Background: an optimization exercise with open tools, aiming at small area. Do not read the settings as production practice. At most, simulation tests tie the RTL to the original design; equivalence was not proved. Power is estimated from default activity; no workload was simulated.

// top_FFE
module top_FFE(
	input  wire               clk,
	input  wire               rst,
	input  wire               load,
	input  wire signed [11:0] DATA_IN,
	output wire               valid_out,
	output reg  signed [11:0] DATA_OUT
);
==> module top_FFE, before the edit <==
module top_FFE(
	input  wire               clk,
	input  wire               rst,
	input  wire               load,
	input  wire signed [11:0] DATA_IN,
	output wire               valid_out,
	output reg  signed [11:0] DATA_OUT
);
	reg t1, t2;
	always @(posedge clk or negedge rst) begin
		if (!rst) begin
			t1 <= 1'b0;
			t2 <= 1'b0;
		end else begin
			t1 <= load;
			t2 <= t1;
		end
	end
	reg  a, b, c;
	wire open_s = ~c & (~b | a);           
	wire accept = open_s & t2;
	always @(posedge clk or negedge rst) begin
		if (!rst) begin
			a <= 1'b0;
			b <= 1'b0;
			c <= 1'b0;
		end else begin
			a <= b;
			b <= c;
			c <= (c & ~(a & b)) | accept;
		end
	end
	assign valid_out = a & ~b;
	wire s1 = ~b & c;
	wire s2 = ~a & b & c;
	wire s3 = a & b & c;
	wire s4 = a & b & ~c;
	reg  [1:0] cnt;
	always @(posedge clk or negedge rst) begin
		if (!rst) begin
			cnt <= 2'b00;
		end else if (s4) begin
			cnt[1] <= cnt[1] | cnt[0];
			cnt[0] <= ~cnt[1];
		end
	end
	wire m1 = cnt[1] | cnt[0];    
	wire m2 = cnt[1];             
	wire m3 = cnt[1] & ~cnt[0];   
	reg [11:0] x0, x1;
	reg [8:0]  x2h;
	reg        c2, z2;
	reg [7:0]  x3h;
	reg        z3;
	wire       k2 = x1[2] & x1[0];
	wire       k3 = (x1[3] & x1[1]) | ((x1[3] | x1[1]) & k2);
	wire       c1 = (x1[4] & x1[2]) | ((x1[4] | x1[2]) & k3);
	always @(posedge clk) begin
		if (accept) begin
			x0  <= DATA_IN;
			x1  <= x0;
			x2h <= x1[11:3];
			c2  <= c1;
			z2  <= ~|x1[3:0];
		end
		x3h <= x2h[8:1];
		z3  <= z2;
	end
	wire [11:0] tA = {x0[11], x0[11:1]};
	wire [11:0] tB = ~{{2{x1[11]}}, x1[11:2]};
	wire        cB = ~|x1[1:0];
	wire [11:0] tC = {{3{x2h[8]}}, x2h};
	wire [11:0] tD = {{5{x2h[8]}}, x2h[8:2]};
	wire [11:0] tE = ~{{4{x3h[7]}}, x3h};
	wire        eE = s1 & m3;
	wire        eC = s2 & m2;
	wire        eB = s3 & m1;
	wire        eD = s4 & m2;
	wire [11:0] op1 = s1 ? tA : DATA_OUT;
	wire [11:0] op2 = ({12{eE}} & tE) | ({12{eC}} & tC) | ({12{eB}} & tB) | ({12{eD}} & tD);
	wire        cin = (eE & z3) | (eC & c2) | (eB & cB);
	wire [11:0] n1 = ~op1, n2 = ~op2;
	wire [12:0] ncy;
	wire [11:0] nsum;
	assign ncy[0] = ~cin;
	genvar i;
	generate
		for (i = 0; i < 12; i = i + 1) begin : g_add
			assign nsum[i]  = n1[i] ^ n2[i] ^ ncy[i];
			assign ncy[i+1] = (n1[i] & n2[i]) | (n1[i] & ncy[i]) | (n2[i] & ncy[i]);
		end
	endgenerate
	always @(posedge clk) DATA_OUT <= ~nsum;
endmodule
Settings: LEC_CHECK=0, CAP_MARGIN=20, CORE_MARGIN=2, CORE_UTILIZATION=60, PLACE_DENSITY=0.8, SLEW_MARGIN=20; clock period 10.0 ns.
standard.sh (not shown) runs the stock make flow with config.mk's settings and CLKGATE_MAP_FILE= SYNTH_SCRIPT=/design/flow/synth_recipe.tcl, a recipe that flattens the netlist after the stock synthesis.
==> flow/flow/run.sh <==
#!/bin/bash
# Standard layout (standard.sh), with two changes passed to ORFS's scripts:
# port buffers use the smallest buffer cell, and clock tree synthesis
# inserts no dummy loads and uses small clock buffers.
export BUFFER_PORTS_ARGS="-buffer_cell sky130_fd_sc_hd__buf_1"
export CTS_ARGS="-sink_clustering_enable -repair_clock_nets -dont_use_dummy_load -buf_list sky130_fd_sc_hd__clkbuf_4 -sink_clustering_size 30 -sink_clustering_max_diameter 100"
bash standard.sh > standard.log 2>&1
The starting point passed the timing, DRC and antenna checks.
Rerun with:
--- a/flow/design.v
+++ b/flow/design.v
@@ -71,16 +71,16 @@
 	wire        cB = ~|x1[1:0];
 	wire [11:0] tC = {{3{x2h[8]}}, x2h};
 	wire [11:0] tD = {{5{x2h[8]}}, x2h[8:2]};
 	wire [11:0] tE = ~{{4{x3h[7]}}, x3h};
 	wire        eE = s1 & m3;
-	wire        eC = s2 & m2;
-	wire        eB = s3 & m1;
+	wire        eB = s2 & m1;
+	wire        eC = s3 & m2;
 	wire        eD = s4 & m2;
 	wire [11:0] op1 = s1 ? tA : DATA_OUT;
-	wire [11:0] op2 = ({12{eE}} & tE) | ({12{eC}} & tC) | ({12{eB}} & tB) | ({12{eD}} & tD);
-	wire        cin = (eE & z3) | (eC & c2) | (eB & cB);
+	wire [11:0] op2 = ({12{eE}} & tE) | ({12{eB}} & tB) | ({12{eC}} & tC) | ({12{eD}} & tD);
+	wire        cin = (eE & z3) | (eB & cB) | (eC & c2);
 	wire [11:0] n1 = ~op1, n2 = ~op2;
 	wire [12:0] ncy;
 	wire [11:0] nsum;
 	assign ncy[0] = ~cin;
 	genvar i;
Outcome: The new run completed without violations. Global-route usage fell by 0.11 points. Hold slack hardly moves. Sequential power rose by about 1%. Final area rose by 0.76%. Synthesized area rose by 0.57%. Via count fell by 1.6%. Clock power stays flat. Worst setup slack got worse by 0.55 ns. Sequential share of layout area fell by 0.47 points. Power rose by 1.6%.
Function not checked in the second run of this note: the RTL went through the layout flow alone.

==> port drivers added, routing unchanged <==
The flow's constraints put no driver on any port. The routed layouts listed below were extracted and timed again, unchanged, in two steps. Step 1 assumes that a clkbuf_16 drives the clock port and a buf_2 every other input. Step 2 also shifts input and output timing later by t, the mid clock arrival at the registers, as if the neighbouring blocks saw the same clock. Slacks: ideal / step 1 / step 2; pairs: ideal / step 1.
run | shift t [ns] | slack for setup (ns) | worst hold slack (ns) | slew at the worst register clock pin (ns) | worst data-port slew with drivers (ns)
the first run | 0.408 | 3.240 / 3.240 / 3.240 | 0.351 / 0.351 / 0.351 | 0.10 / 0.10 | 0.03
the second run | 0.403 | 2.694 / 2.694 / 2.694 | 0.352 / 0.352 / 0.352 | 0.10 / 0.10 | 0.03
After both steps every run listed still meets setup and hold.
